This is an optimization exercise on Yosys and OpenROAD, whose aim is small area and a short achievable clock period, not a production implementation.
At most, simulation tests tie the RTL to the original design; equivalence was not proved.

==> job 6182: inputs <==
## mult_man
module mult_man (
  input clk, input rstn, input data_rdy,
  input [16:0] mult1_signed, input [16:0] mult2_signed,
  output [31:0] res, output [33:0] res_signed, output res_rdy, output [32:0] res_final);
  wire v0 = data_rdy;
  wire w1;
  mult_nor2 u2 (.y(w1), .a(mult1_signed[1]), .b(mult1_signed[0]));
  wire w3;
  mult_nor2 u4 (.y(w3), .a(mult1_signed[3]), .b(mult1_signed[2]));
  wire w5;
  mult_nor2 u6 (.y(w5), .a(mult1_signed[5]), .b(mult1_signed[4]));
  wire w7;
  mult_nor2 u8 (.y(w7), .a(mult1_signed[7]), .b(mult1_signed[6]));
  wire w9;
  mult_nor2 u10 (.y(w9), .a(mult1_signed[9]), .b(mult1_signed[8]));
  wire w11;
  mult_nor2 u12 (.y(w11), .a(mult1_signed[11]), .b(mult1_signed[10]));
  wire w13;
  mult_nor2 u14 (.y(w13), .a(mult1_signed[13]), .b(mult1_signed[12]));
  wire w15;
  mult_nor2 u16 (.y(w15), .a(mult1_signed[15]), .b(mult1_signed[14]));
  wire w17;
  mult_orpn u18 (.y(w17), .a(mult1_signed[2]), .b(w1));
  wire w19;
  mult_nand2 u20 (.y(w19), .a(w3), .b(w1));
  wire w21;
  mult_orpn u22 (.y(w21), .a(mult1_signed[6]), .b(w5));
  wire w23;
  mult_nand2 u24 (.y(w23), .a(w7), .b(w5));
  wire w25;
  mult_orpn u26 (.y(w25), .a(mult1_signed[10]), .b(w9));
  wire w27;
  ...
==> flow/config.mk <==
export PLATFORM = sky130hd
export DESIGN_NAME = mult_man
export DESIGN_NICKNAME = mult_man
export VERILOG_FILES = /design/flow/design.v
export SDC_FILE = /design/flow/constraint.sdc
export NUM_CORES = 4
export LEC_CHECK = 0
export ABC_CLOCK_PERIOD_IN_PS = 2000
export CAP_MARGIN = 20
export CORE_MARGIN = 2
export CORE_UTILIZATION = 40
export SETUP_SLACK_MARGIN = 2.4
export SLEW_MARGIN = 20
export SYNTH_HIERARCHICAL = 1
export TNS_END_PERCENT = 0
==> flow/constraint.sdc <==
create_clock -name core_clock -period 4.5 [get_ports {clk}]
set_input_delay 0.9000 -clock core_clock [delete_from_list [all_inputs] [get_ports {clk}]]
set_output_delay 0.9000 -clock core_clock [all_outputs]
set_load 0.01 [all_outputs]
standard.sh (not shown) runs the stock make flow with config.mk's settings and CLKGATE_MAP_FILE= SYNTH_SCRIPT=/design/flow/synth_recipe.tcl, a recipe that flattens the netlist after the stock synthesis.
==> flow/flow/run.sh <==
#!/bin/bash
# The standard layout (standard.sh), with one change: the port buffers that buffer_ports
# inserts are sky130_fd_sc_hd__buf_1 cells (later resized as needed) instead of the delay cell
# buffer_ports picks by itself. Every input and output port still gets its buffer.
set -euo pipefail
bash standard.sh 'BUFFER_PORTS_ARGS=-buffer_cell sky130_fd_sc_hd__buf_1' finish > standard_flow.log 2>&1
==> inputs of job 2022, as changes to job 6182 <==
==> flow/run.sh (new file) <==
#!/bin/bash
# synth_recipe.tcl (not shown) runs the flow's synth.tcl, then flattens the netlist and writes it again
# the make line also repeats each setting of config.mk as NAME=value (left out here)
make -C /OpenROAD-flow-scripts/flow DESIGN_CONFIG=/design/flow/config.mk WORK_HOME=/design/flow/orfs CLKGATE_MAP_FILE= SYNTH_SCRIPT=/design/flow/synth_recipe.tcl finish
removed: flow/flow/run.sh
removed: flow/standard.sh
==> qor summary <==
metric                                                          job 2022        job 6182
Result of the run                                         finished clean  finished clean
Maximum clock frequency                                          437 MHz         438 MHz
DPL Wire Length                                                 23100 um        23000 um
Post-Layout Cell Count                                              2106            2228
Count of plain and timing-repair buffers in the layout               146             264
Crit Path Class                                               reg -> out      reg -> reg
Nets                                                                1821            1941
CTS Buf Count                                                         28              29
Setup slack of the worst register-to-register path               2220 ps         2220 ps
Drt first-iter violations                                            597             765

---

==> inputs of umber <==
mult_man, a different RTL version from the one above (not shown whole).
clock: 4.5 ns
lec_check: 0
cap_margin: 20
core_margin: 2
core_utilization: 40
setup_slack_margin: 2.45
slew_margin: 20
synth_hierarchical: 1
tns_end_percent: 0
==> flow/flow/run.sh <==
#!/bin/bash
# The standard layout (standard.sh) with two changes:
# - the port buffers that buffer_ports inserts are sky130_fd_sc_hd__buf_2 cells (resized later as
#   needed) instead of the delay cell buffer_ports picks by itself; every port still gets one;
# - ABC maps the design's small gate modules for a 1 fF load instead of 5 fF, so that it does
#   not pick x2/x4 drive strengths for single gates (the resizer upsizes where timing needs it).
set -euo pipefail
bash standard.sh 'BUFFER_PORTS_ARGS=-buffer_cell sky130_fd_sc_hd__buf_2' ABC_LOAD_IN_FF=1 finish > standard_flow.log 2>&1
==> willow: changes against umber <==
Settings changed: CTS_BUF_LIST set to sky130_fd_sc_hd__clkbuf_16, CTS_CLUSTER_DIAMETER set to 80, CTS_CLUSTER_SIZE set to 30.
==> run summary <==
- umber passed the timing, DRC and antenna checks. willow went through all stages and came out clean.
- Synthesized cell count is the same in willow and umber.
- Synthesized area is the same in willow and umber.
- Sequential share of layout area: willow is higher than umber (0.79 points).
==> figures <==
metric                                            umber      willow
Outcome                        timing/DRC/antenna clean  timing/DRC/antenna clean
Detailed-route wire length on metal 1           16.0 mm     15.9 mm
Area growth, synth to finish                      16.2%       13.4%
GRT met2 Usage                                    23.4%       23.7%
Detailed-routed wire length on met3             1.61 mm     1.44 mm
Drt via density                                    4.69        4.71
Wire per inst                                   14.1 um     14.2 um
Layout multi-input combinational cell count       1,152       1,151
Critical path endpoint                        p1_two5_0    p2_c18_2
No run of this note included a check of the RTL's function; only the layout flow was run.

---

==> v26: inputs <==
Another version of the RTL of mult_man (not shown whole).
export LEC_CHECK = 0
export ABC_CLOCK_PERIOD_IN_PS = 2000
export CAP_MARGIN = 20
export CORE_MARGIN = 2
export CORE_UTILIZATION = 40
export SETUP_SLACK_MARGIN = 2.5
export SLEW_MARGIN = 20
create_clock -name core_clock -period 4.5 [get_ports {clk}]
run.sh (not shown) runs the stock make flow with config.mk's settings and CLKGATE_MAP_FILE= SYNTH_SCRIPT=/design/flow/synth_recipe.tcl, a recipe that flattens the netlist after the stock synthesis.
Stock flow here: none of the scripts above is used.
==> v21: changes against v26 <==
--- a/flow/design.v
+++ b/flow/design.v
@@ -921,53 +921,19 @@
   wire c416 = (s311 & c360) | (s311 & s361) | (c360 & s361);
   wire s417 = c312 ^ c362 ^ s363;
   wire c418 = (c312 & c362) | (c312 & s363) | (c362 & s363);
   wire s419 = p2_col29_0 ^ p2_col29_1 ^ c364;
   wire c420 = (p2_col29_0 & p2_col29_1) | (p2_col29_0 & c364) | (p2_col29_1 & c364);
   wire [31:0] cx = {1'b0,p2_col30_0,c418,c416,c414,c412,c410,c408,c406,c404,c402,c400,c398,c396,c394,c392,c390,c388,c386,c384,c382,c380,c378,c376,c374,c372,c370,c368,c366,p2_col2_2,p2_col1_0,p2_col0_0};
   wire [31:0] cy = {1'b0,c420,s419,s417,s415,s413,s411,s409,s407,s405,s403,s401,s399,s397,s395,s393,s391,s389,s387,s385,s383,s381,s379,s377,s375,s373,s371,s369,s367,s365,p2_col1_1,1'b0};
   wire [31:0] prod = cx + cy;
-  reg p3_p_0; always @(posedge clk) p3_p_0 <= prod[0];
-  reg p3_p_1; always @(posedge clk) p3_p_1 <= prod[1];
-  reg p3_p_2; always @(posedge clk) p3_p_2 <= prod[2];
-  reg p3_p_3; always @(posedge clk) p3_p_3 <= prod[3];
-  reg p3_p_4; always @(posedge clk) p3_p_4 <= prod[4];
-  reg p3_p_5; always @(posedge clk) p3_p_5 <= prod[5];
-  reg p3_p_6; always @(posedge clk) p3_p_6 <= prod[6];
-  reg p3_p_7; always @(posedge clk) p3_p_7 <= prod[7];
-  reg p3_p_8; always @(posedge clk) p3_p_8 <= prod[8];
-  reg p3_p_9; always @(posedge clk) p3_p_9 <= prod[9];
-  reg p3_p_10; always @(posedge clk) p3_p_10 <= prod[10];
-  reg p3_p_11; always @(posedge clk) p3_p_11 <= prod[11];
-  reg p3_p_12; always @(posedge clk) p3_p_12 <= prod[12];
-  reg p3_p_13; always @(posedge clk) p3_p_13 <= prod[13];
-  reg p3_p_14; always @(posedge clk) p3_p_14 <= prod[14];
-  reg p3_p_15; always @(posedge clk) p3_p_15 <= prod[15];
-  reg p3_p_16; always @(posedge clk) p3_p_16 <= prod[16];
-  reg p3_p_17; always @(posedge clk) p3_p_17 <= prod[17];
-  reg p3_p_18; always @(posedge clk) p3_p_18 <= prod[18];
-  reg p3_p_19; always @(posedge clk) p3_p_19 <= prod[19];
-  reg p3_p_20; always @(posedge clk) p3_p_20 <= prod[20];
-  reg p3_p_21; always @(posedge clk) p3_p_21 <= prod[21];
-  reg p3_p_22; always @(posedge clk) p3_p_22 <= prod[22];
-  reg p3_p_23; always @(posedge clk) p3_p_23 <= prod[23];
-  reg p3_p_24; always @(posedge clk) p3_p_24 <= prod[24];
-  reg p3_p_25; always @(posedge clk) p3_p_25 <= prod[25];
-  reg p3_p_26; always @(posedge clk) p3_p_26 <= prod[26];
-  reg p3_p_27; always @(posedge clk) p3_p_27 <= prod[27];
-  reg p3_p_28; always @(posedge clk) p3_p_28 <= prod[28];
-  reg p3_p_29; always @(posedge clk) p3_p_29 <= prod[29];
-  reg p3_p_30; always @(posedge clk) p3_p_30 <= prod[30];
-  reg p3_p_31; always @(posedge clk) p3_p_31 <= prod[31];
-  reg p3_n_0; always @(posedge clk) p3_n_0 <= p2_n_0;
-  reg v3; always @(posedge clk or negedge rstn) if (!rstn) v3 <= 1'b0; else v3 <= v2;
-  wire [31:0] pf = {p3_p_31,p3_p_30,p3_p_29,p3_p_28,p3_p_27,p3_p_26,p3_p_25,p3_p_24,p3_p_23,p3_p_22,p3_p_21,p3_p_20,p3_p_19,p3_p_18,p3_p_17,p3_p_16,p3_p_15,p3_p_14,p3_p_13,p3_p_12,p3_p_11,p3_p_10,p3_p_9,p3_p_8,p3_p_7,p3_p_6,p3_p_5,p3_p_4,p3_p_3,p3_p_2,p3_p_1,p3_p_0};
-  wire nf = p3_n_0;
-  wire vf = v3;
+  wire [31:0] pf = {prod[31],prod[30],prod[29],prod[28],prod[27],prod[26],prod[25],prod[24],prod[23],prod[22],prod[21],prod[20],prod[19],prod[18],prod[17],prod[16],prod[15],prod[14],prod[13],prod[12],prod[11],prod[10],prod[9],prod[8],prod[7],prod[6],prod[5],prod[4],prod[3],prod[2],prod[1],prod[0]};
+  wire nf = p2_n_0;
+  wire vf = v2;
   wire [33:0] sgn = nf ? (34'd0 - {2'b00, pf}) : {2'b00, pf};
   reg [31:0] r_q; reg [33:0] rs_q; reg rdy_q;
   always @(posedge clk or negedge rstn)
     if (!rstn) begin r_q <= 32'd0; rs_q <= 34'd0; rdy_q <= 1'b0; end
     else begin rdy_q <= vf; r_q <= vf ? pf : 32'd0; rs_q <= vf ? sgn : 34'd0; end
   assign res = r_q; assign res_signed = rs_q; assign res_rdy = rdy_q;
   assign res_final = {1'b0, r_q};
 endmodule
- ABC_CLOCK_PERIOD_IN_PS: 2000 -> 3000
- SETUP_SLACK_MARGIN: 2.5 -> 1.5
==> qor summary <==
item                                                                   v26                         v21
Result of the run                                 timing/DRC/antenna clean  complete, but fails checks
Reasons for failing layout checks                                        -        negative setup slack
Post-CTS setup-driven buffer insertion count                            64                          28
Final cycle utilization of the critical path                         0.841                        1.08
Non-filler instance count after layout                                2324                        2471
Skew-Pair Late Insertion Delay                                     0.52 ns                     0.57 ns
Sequential cell count                                                  292                         258
Global-route wire length before repair                            60300 µm                    64800 µm
Total wire length                                                 37800 µm                    39500 µm
Worst relative slew slack                                            0.507                       0.365
Crit path buf inv count                                                  2                           4
Filler instances                                                      3685                        3557
Cell type contributing the most total cell area after synthesis    dfxtp_1                        fa_1
Adder-Cell Fraction of Synth Area                                    0.276                       0.280
Clock buffer count from CTS                                             35                          28
Cell area after placement                                        18400 µm²                   19200 µm²
No run of this note included a check of the RTL's function; only the layout flow was run.

---

==> job 4728: inputs <==
mult_man, a different RTL version from the one above (not shown whole).
Settings: LEC_CHECK=0, ABC_CLOCK_PERIOD_IN_PS=2000, CAP_MARGIN=20, CORE_MARGIN=2, CORE_UTILIZATION=40, SETUP_SLACK_MARGIN=2.4, SLEW_MARGIN=20, SYNTH_HIERARCHICAL=1, TNS_END_PERCENT=0; clock period 4.5 ns.
standard.sh (not shown) runs the stock make flow with config.mk's settings and CLKGATE_MAP_FILE= SYNTH_SCRIPT=/design/flow/synth_recipe.tcl, a recipe that flattens the netlist after the stock synthesis.
==> flow/flow/run.sh <==
#!/bin/bash
# The standard layout (standard.sh), with one change: the port buffers that buffer_ports
# inserts are sky130_fd_sc_hd__buf_4 cells (later resized as needed) instead of the delay cell
# buffer_ports picks by itself. Every input and output port still gets its buffer.
set -euo pipefail
bash standard.sh 'BUFFER_PORTS_ARGS=-buffer_cell sky130_fd_sc_hd__buf_4' finish > standard_flow.log 2>&1
==> job 6280 (differences from job 4728) <==
--- a/flow/design.v
+++ b/flow/design.v
@@ -1,19 +1,18 @@
 module mult_cell (input a, input b, input ci, output s, output co);    
    assign s  = a ^ b ^ ci;
    assign co = (a & b) | (a & ci) | (b & ci);
 endmodule
 module mult_ha (input a, input b, output s, output co);               
    assign s  = a ^ b;
    assign co = a & b;
 endmodule
-module mult_han (input a, input b, output s, output co);              
-   assign s  = a ^ b;
-   assign co = ~(a | b);
+module mult_buf (input a, output y);
+   assign y = a;
 endmodule
 module mult_inv (input a, output y);
    assign y = ~a;
 endmodule
 module mult_nand2 (input a, input b, output y);
    assign y = ~(a & b);
 endmodule
 module mult_nor2 (input a, input b, output y);
@@ -1158,47 +1157,56 @@
   reg p2_c28_0; always @(posedge clk) p2_c28_0 <= s1139;
   reg p2_c29_0; always @(posedge clk) p2_c29_0 <= s1043;
   reg p2_c29_1; always @(posedge clk) p2_c29_1 <= c1140;
   reg p2_c30_0; always @(posedge clk) p2_c30_0 <= w669;
   reg p2_c30_1; always @(posedge clk) p2_c30_1 <= c1044;
   reg p2_n_0; always @(posedge clk) p2_n_0 <= p1_n_0;
   reg v2; always @(posedge clk or negedge rstn) if (!rstn) v2 <= 1'b0; else v2 <= v1;
   wire s1142, c1143;
-  mult_han u1144 (.a(p2_c11_0), .b(p2_c11_1), .s(s1142), .co(c1143));
+  assign s1142 = p2_c11_0 ^ p2_c11_1;
+  mult_nor2 u1144 (.a(p2_c11_0), .b(p2_c11_1), .y(c1143));
   wire s1145, c1146;
-  mult_han u1147 (.a(p2_c12_0), .b(p2_c12_1), .s(s1145), .co(c1146));
+  assign s1145 = p2_c12_0 ^ p2_c12_1;
+  mult_nor2 u1147 (.a(p2_c12_0), .b(p2_c12_1), .y(c1146));
   wire s1148, c1149;
-  mult_han u1150 (.a(p2_c13_0), .b(p2_c13_1), .s(s1148), .co(c1149));
+  assign s1148 = p2_c13_0 ^ p2_c13_1;
+  mult_nor2 u1150 (.a(p2_c13_0), .b(p2_c13_1), .y(c1149));
   wire s1151, c1152;
-  mult_han u1153 (.a(p2_c14_0), .b(p2_c14_1), .s(s1151), .co(c1152));
+  assign s1151 = p2_c14_0 ^ p2_c14_1;
+  mult_nor2 u1153 (.a(p2_c14_0), .b(p2_c14_1), .y(c1152));
   wire s1154, c1155;
   mult_cell u1156 (.a(p2_c15_0), .b(p2_c15_1), .ci(p2_c15_2), .s(s1154), .co(c1155));
   wire s1157, c1158;
-  mult_han u1159 (.a(p2_c15_3), .b(p2_c15_4), .s(s1157), .co(c1158));
+  assign s1157 = p2_c15_3 ^ p2_c15_4;
+  mult_nor2 u1159 (.a(p2_c15_3), .b(p2_c15_4), .y(c1158));
   wire s1160, c1161;
   mult_cell u1162 (.a(p2_c16_0), .b(p2_c16_1), .ci(p2_c16_2), .s(s1160), .co(c1161));
   wire s1163, c1164;
-  mult_han u1165 (.a(p2_c16_3), .b(p2_c16_4), .s(s1163), .co(c1164));
+  assign s1163 = p2_c16_3 ^ p2_c16_4;
+  mult_nor2 u1165 (.a(p2_c16_3), .b(p2_c16_4), .y(c1164));
   wire s1166, c1167;
   mult_cell u1168 (.a(p2_c17_0), .b(p2_c17_1), .ci(p2_c17_2), .s(s1166), .co(c1167));
   wire s1169, c1170;
   mult_cell u1171 (.a(p2_c17_3), .b(p2_c17_4), .ci(p2_c17_5), .s(s1169), .co(c1170));
   wire s1172, c1173;
   mult_cell u1174 (.a(p2_c18_0), .b(p2_c18_1), .ci(p2_c18_2), .s(s1172), .co(c1173));
   wire s1175, c1176;
   mult_cell u1177 (.a(p2_c19_0), .b(p2_c19_1), .ci(p2_c19_2), .s(s1175), .co(c1176));
   wire s1178, c1179;
   mult_cell u1180 (.a(p2_c20_0), .b(p2_c20_1), .ci(p2_c20_2), .s(s1178), .co(c1179));
   wire s1181, c1182;
-  mult_han u1183 (.a(p2_c8_0), .b(p2_c8_1), .s(s1181), .co(c1182));
+  assign s1181 = p2_c8_0 ^ p2_c8_1;
+  mult_nor2 u1183 (.a(p2_c8_0), .b(p2_c8_1), .y(c1182));
   wire s1184, c1185;
-  mult_han u1186 (.a(p2_c9_0), .b(p2_c9_1), .s(s1184), .co(c1185));
+  assign s1184 = p2_c9_0 ^ p2_c9_1;
+  mult_nor2 u1186 (.a(p2_c9_0), .b(p2_c9_1), .y(c1185));
   wire s1187, c1188;
-  mult_han u1189 (.a(p2_c10_0), .b(p2_c10_1), .s(s1187), .co(c1188));
+  assign s1187 = p2_c10_0 ^ p2_c10_1;
+  mult_nor2 u1189 (.a(p2_c10_0), .b(p2_c10_1), .y(c1188));
   wire s1190, c1191;
   mult_cell u1192 (.a(p2_c11_2), .b(p2_c11_3), .ci(p2_c11_4), .s(s1190), .co(c1191));
   wire i1193;
   mult_inv u1194 (.a(c1143), .y(i1193));
   wire s1195, c1196;
   mult_cell u1197 (.a(p2_c12_2), .b(p2_c12_3), .ci(i1193), .s(s1195), .co(c1196));
   wire i1198;
   mult_inv u1199 (.a(c1146), .y(i1198));
@@ -1228,21 +1236,24 @@
   mult_cell u1232 (.a(p2_c21_0), .b(p2_c21_1), .ci(p2_c21_2), .s(s1230), .co(c1231));
   wire s1233, c1234;
   mult_cell u1235 (.a(p2_c22_0), .b(p2_c22_1), .ci(p2_c22_2), .s(s1233), .co(c1234));
   wire s1236, c1237;
   mult_cell u1238 (.a(p2_c23_0), .b(p2_c23_1), .ci(p2_c23_2), .s(s1236), .co(c1237));
   wire s1239, c1240;
   mult_cell u1241 (.a(p2_c24_0), .b(p2_c24_1), .ci(p2_c24_2), .s(s1239), .co(c1240));
   wire s1242, c1243;
-  mult_han u1244 (.a(p2_c5_0), .b(p2_c5_1), .s(s1242), .co(c1243));
+  assign s1242 = p2_c5_0 ^ p2_c5_1;
+  mult_nor2 u1244 (.a(p2_c5_0), .b(p2_c5_1), .y(c1243));
   wire s1245, c1246;
-  mult_han u1247 (.a(p2_c6_0), .b(p2_c6_1), .s(s1245), .co(c1246));
+  assign s1245 = p2_c6_0 ^ p2_c6_1;
+  mult_nor2 u1247 (.a(p2_c6_0), .b(p2_c6_1), .y(c1246));
   wire s1248, c1249;
-  mult_han u1250 (.a(p2_c7_0), .b(p2_c7_1), .s(s1248), .co(c1249));
+  assign s1248 = p2_c7_0 ^ p2_c7_1;
+  mult_nor2 u1250 (.a(p2_c7_0), .b(p2_c7_1), .y(c1249));
   wire i1251;
   mult_inv u1252 (.a(s1181), .y(i1251));
   wire s1253, c1254;
   mult_cell u1255 (.a(p2_c8_2), .b(p2_c8_3), .ci(i1251), .s(s1253), .co(c1254));
   wire i1256;
   mult_inv u1257 (.a(p2_c9_2), .y(i1256));
   wire s1258, c1259;
   mult_cell u1260 (.a(i1256), .b(c1182), .ci(s1184), .s(s1258), .co(c1259));
==> flow/flow/run.sh (replaced) <==
#!/bin/bash
# The standard layout (standard.sh), with one change: the port buffers that buffer_ports
# inserts are sky130_fd_sc_hd__buf_2 cells (later resized as needed) instead of the delay cell
# buffer_ports picks by itself. Every input and output port still gets its buffer.
set -euo pipefail
bash standard.sh 'BUFFER_PORTS_ARGS=-buffer_cell sky130_fd_sc_hd__buf_2' finish > standard_flow.log 2>&1
ABC_AREA = 1   (was not set)
SETUP_SLACK_MARGIN = 2.3   (was 2.4)
==> job 9836 (differences from job 4728) <==
--- a/flow/design.v
+++ b/flow/design.v
@@ -1,19 +1,18 @@
 module mult_cell (input a, input b, input ci, output s, output co);    
    assign s  = a ^ b ^ ci;
    assign co = (a & b) | (a & ci) | (b & ci);
 endmodule
 module mult_ha (input a, input b, output s, output co);               
    assign s  = a ^ b;
    assign co = a & b;
 endmodule
-module mult_han (input a, input b, output s, output co);              
-   assign s  = a ^ b;
-   assign co = ~(a | b);
+module mult_buf (input a, output y);
+   assign y = a;
 endmodule
 module mult_inv (input a, output y);
    assign y = ~a;
 endmodule
 module mult_nand2 (input a, input b, output y);
    assign y = ~(a & b);
 endmodule
 module mult_nor2 (input a, input b, output y);
@@ -1158,47 +1157,56 @@
   reg p2_c28_0; always @(posedge clk) p2_c28_0 <= s1139;
   reg p2_c29_0; always @(posedge clk) p2_c29_0 <= s1043;
   reg p2_c29_1; always @(posedge clk) p2_c29_1 <= c1140;
   reg p2_c30_0; always @(posedge clk) p2_c30_0 <= w669;
   reg p2_c30_1; always @(posedge clk) p2_c30_1 <= c1044;
   reg p2_n_0; always @(posedge clk) p2_n_0 <= p1_n_0;
   reg v2; always @(posedge clk or negedge rstn) if (!rstn) v2 <= 1'b0; else v2 <= v1;
   wire s1142, c1143;
-  mult_han u1144 (.a(p2_c11_0), .b(p2_c11_1), .s(s1142), .co(c1143));
+  assign s1142 = p2_c11_0 ^ p2_c11_1;
+  mult_nor2 u1144 (.a(p2_c11_0), .b(p2_c11_1), .y(c1143));
   wire s1145, c1146;
-  mult_han u1147 (.a(p2_c12_0), .b(p2_c12_1), .s(s1145), .co(c1146));
+  assign s1145 = p2_c12_0 ^ p2_c12_1;
+  mult_nor2 u1147 (.a(p2_c12_0), .b(p2_c12_1), .y(c1146));
   wire s1148, c1149;
-  mult_han u1150 (.a(p2_c13_0), .b(p2_c13_1), .s(s1148), .co(c1149));
+  assign s1148 = p2_c13_0 ^ p2_c13_1;
+  mult_nor2 u1150 (.a(p2_c13_0), .b(p2_c13_1), .y(c1149));
   wire s1151, c1152;
-  mult_han u1153 (.a(p2_c14_0), .b(p2_c14_1), .s(s1151), .co(c1152));
+  assign s1151 = p2_c14_0 ^ p2_c14_1;
+  mult_nor2 u1153 (.a(p2_c14_0), .b(p2_c14_1), .y(c1152));
   wire s1154, c1155;
   mult_cell u1156 (.a(p2_c15_0), .b(p2_c15_1), .ci(p2_c15_2), .s(s1154), .co(c1155));
   wire s1157, c1158;
-  mult_han u1159 (.a(p2_c15_3), .b(p2_c15_4), .s(s1157), .co(c1158));
+  assign s1157 = p2_c15_3 ^ p2_c15_4;
+  mult_nor2 u1159 (.a(p2_c15_3), .b(p2_c15_4), .y(c1158));
   wire s1160, c1161;
   mult_cell u1162 (.a(p2_c16_0), .b(p2_c16_1), .ci(p2_c16_2), .s(s1160), .co(c1161));
   wire s1163, c1164;
-  mult_han u1165 (.a(p2_c16_3), .b(p2_c16_4), .s(s1163), .co(c1164));
+  assign s1163 = p2_c16_3 ^ p2_c16_4;
+  mult_nor2 u1165 (.a(p2_c16_3), .b(p2_c16_4), .y(c1164));
   wire s1166, c1167;
   mult_cell u1168 (.a(p2_c17_0), .b(p2_c17_1), .ci(p2_c17_2), .s(s1166), .co(c1167));
   wire s1169, c1170;
   mult_cell u1171 (.a(p2_c17_3), .b(p2_c17_4), .ci(p2_c17_5), .s(s1169), .co(c1170));
   wire s1172, c1173;
   mult_cell u1174 (.a(p2_c18_0), .b(p2_c18_1), .ci(p2_c18_2), .s(s1172), .co(c1173));
   wire s1175, c1176;
   mult_cell u1177 (.a(p2_c19_0), .b(p2_c19_1), .ci(p2_c19_2), .s(s1175), .co(c1176));
   wire s1178, c1179;
   mult_cell u1180 (.a(p2_c20_0), .b(p2_c20_1), .ci(p2_c20_2), .s(s1178), .co(c1179));
   wire s1181, c1182;
-  mult_han u1183 (.a(p2_c8_0), .b(p2_c8_1), .s(s1181), .co(c1182));
+  assign s1181 = p2_c8_0 ^ p2_c8_1;
+  mult_nor2 u1183 (.a(p2_c8_0), .b(p2_c8_1), .y(c1182));
   wire s1184, c1185;
-  mult_han u1186 (.a(p2_c9_0), .b(p2_c9_1), .s(s1184), .co(c1185));
+  assign s1184 = p2_c9_0 ^ p2_c9_1;
+  mult_nor2 u1186 (.a(p2_c9_0), .b(p2_c9_1), .y(c1185));
   wire s1187, c1188;
-  mult_han u1189 (.a(p2_c10_0), .b(p2_c10_1), .s(s1187), .co(c1188));
+  assign s1187 = p2_c10_0 ^ p2_c10_1;
+  mult_nor2 u1189 (.a(p2_c10_0), .b(p2_c10_1), .y(c1188));
   wire s1190, c1191;
   mult_cell u1192 (.a(p2_c11_2), .b(p2_c11_3), .ci(p2_c11_4), .s(s1190), .co(c1191));
   wire i1193;
   mult_inv u1194 (.a(c1143), .y(i1193));
   wire s1195, c1196;
   mult_cell u1197 (.a(p2_c12_2), .b(p2_c12_3), .ci(i1193), .s(s1195), .co(c1196));
   wire i1198;
   mult_inv u1199 (.a(c1146), .y(i1198));
@@ -1228,21 +1236,24 @@
   mult_cell u1232 (.a(p2_c21_0), .b(p2_c21_1), .ci(p2_c21_2), .s(s1230), .co(c1231));
   wire s1233, c1234;
   mult_cell u1235 (.a(p2_c22_0), .b(p2_c22_1), .ci(p2_c22_2), .s(s1233), .co(c1234));
   wire s1236, c1237;
   mult_cell u1238 (.a(p2_c23_0), .b(p2_c23_1), .ci(p2_c23_2), .s(s1236), .co(c1237));
   wire s1239, c1240;
   mult_cell u1241 (.a(p2_c24_0), .b(p2_c24_1), .ci(p2_c24_2), .s(s1239), .co(c1240));
   wire s1242, c1243;
-  mult_han u1244 (.a(p2_c5_0), .b(p2_c5_1), .s(s1242), .co(c1243));
+  assign s1242 = p2_c5_0 ^ p2_c5_1;
+  mult_nor2 u1244 (.a(p2_c5_0), .b(p2_c5_1), .y(c1243));
   wire s1245, c1246;
-  mult_han u1247 (.a(p2_c6_0), .b(p2_c6_1), .s(s1245), .co(c1246));
+  assign s1245 = p2_c6_0 ^ p2_c6_1;
+  mult_nor2 u1247 (.a(p2_c6_0), .b(p2_c6_1), .y(c1246));
   wire s1248, c1249;
-  mult_han u1250 (.a(p2_c7_0), .b(p2_c7_1), .s(s1248), .co(c1249));
+  assign s1248 = p2_c7_0 ^ p2_c7_1;
+  mult_nor2 u1250 (.a(p2_c7_0), .b(p2_c7_1), .y(c1249));
   wire i1251;
   mult_inv u1252 (.a(s1181), .y(i1251));
   wire s1253, c1254;
   mult_cell u1255 (.a(p2_c8_2), .b(p2_c8_3), .ci(i1251), .s(s1253), .co(c1254));
   wire i1256;
   mult_inv u1257 (.a(p2_c9_2), .y(i1256));
   wire s1258, c1259;
   mult_cell u1260 (.a(i1256), .b(c1182), .ci(s1184), .s(s1258), .co(c1259));
==> flow/flow/run.sh (replaced) <==
#!/bin/bash
# The standard layout (standard.sh) with two changes:
# - the port buffers that buffer_ports inserts are sky130_fd_sc_hd__buf_2 cells (resized later as
#   needed) instead of the delay cell buffer_ports picks by itself; every port still gets one;
# - ABC maps the design's small gate modules for a 1 fF load instead of 5 fF, so that it does
#   not pick x2/x4 drive strengths for single gates (the resizer upsizes where timing needs it).
set -euo pipefail
bash standard.sh 'BUFFER_PORTS_ARGS=-buffer_cell sky130_fd_sc_hd__buf_2' ABC_LOAD_IN_FF=1 finish > standard_flow.log 2>&1
ABC_CLOCK_PERIOD_IN_PS = not set   (was 2000)
SETUP_SLACK_MARGIN = 2.15   (was 2.4)
==> impl_metrics.ini <==
[yosys]
synth_cells = 1419
synth_cell_types = 24

[layout]
fin_area_um2 = 16600
num-multi-input-gates = 1067
multi_input_area_um2 = 8540
n_all_buffers = 142

[die]
die_height_um = 195

[timing]
skew_ns = 0.0156
timing.fmax_ghz = 0.429

[critical_path]
r2r_slack_ns = 2.17
regToRegEndpoint = p2_c20_4$_DFF_P_
crit_end = p2_c20_4$_DFF_P_

[placement]
dp_hpwl_mm = 22.3

[clock_tree]
post_cts_buffers = 4
clk_latency_ns = 0.54

[status]
status = timing/DRC/antenna clean

[route]
firstDrtPassIters = 5
The numbers above come from job 9836.

==> impl_metrics.ini <==
[status]
status = timing/DRC/antenna clean

[layout]
n_all_buffers = 212
num-multi-input-gates = 1192
multi_input_area_um2 = 8900
fin_area_um2 = 18700

[yosys]
synth_cell_types = 25
yosys.area.top_type_share = 0.255
synth_cells = 1727

[critical_path]
regToRegEndpoint = p2_c14_3$_DFF_P_
crit_end = p2_c14_3$_DFF_P_

[clock_tree]
clk_latency_ns = 0.56
post_cts_buffers = 15

[route]
firstDrtPassIters = 5

[placement]
dp_hpwl_mm = 25.5
The numbers above come from job 6280.

==> impl_metrics.ini <==
[timing]
skew_ns = 0.0179
timing.fmax_ghz = 0.448

[yosys]
synth_cells = 1431
synth_cell_types = 26

[critical_path]
crit_end = p2_c18_3$_DFF_P_
r2r_slack_ns = 2.27
regToRegEndpoint = p2_c18_3$_DFF_P_
worstSetupPathType = flip-flop to flip-flop

[layout]
n_all_buffers = 234
num-multi-input-gates = 1055
fin_area_um2 = 19100
multi_input_area_um2 = 9260

[clock_tree]
clk_latency_ns = 0.55
post_cts_buffers = 99

[route]
firstDrtPassIters = 7

[status]
status = timing/DRC/antenna clean

[placement]
dp_hpwl_mm = 23.2
The numbers above come from job 4728.

For job 4728, only the layout was checked, not whether the RTL still works.

-- what the ideal ports hide --
Ports are ideal in the flow. The routed layouts listed here were re-timed in OpenROAD.
Step 1, drivers: a clkbuf_16 drives clk and a buf_2 each remaining input, both assumed.
Step 2, shift: input delay + t, output delay - t, t = (earliest + latest rising clock arrival at the registers) / 2. This alone moves slack from input paths to output paths.
a / b / c = ideal / step 1 / step 2; a / b = the first two.
run | shift t [ns] | setup WS [ns] | worst setup path at the end | latest minus earliest clock arrival (ns)
job 6182 | 0.613 | 2.218 / 2.218 / 2.218 | register to register | 0.028 / 0.028
job 2022 | 0.581 | 2.210 / 2.160 / 1.909 | input to register | 0.014 / 0.014
umber | 0.587 | 2.360 / 2.372 / 1.785 | input to register | 0.012 / 0.012
willow | 0.555 | 2.409 / 2.409 / 1.934 | input to register | 0.038 / 0.038
v26 | 0.554 | 0.717 / 0.717 / 0.717 | register to register | 0.016 / 0.016
v21 | 0.607 | -0.373 / -0.373 / -0.373 | register to register | 0.029 / 0.029
job 4728 | 0.593 | 2.268 / 2.268 / 2.268 | register to register | 0.019 / 0.019
job 6280 | 0.603 | 2.231 / 2.231 / 2.231 | register to register | 0.016 / 0.016
job 9836 | 0.585 | 2.172 / 2.172 / 2.172 | register to register | 0.017 / 0.017
For umber, which loses most, drivers alone change the setup slack by +0.012 ns; drivers and shift together by -0.575 ns.
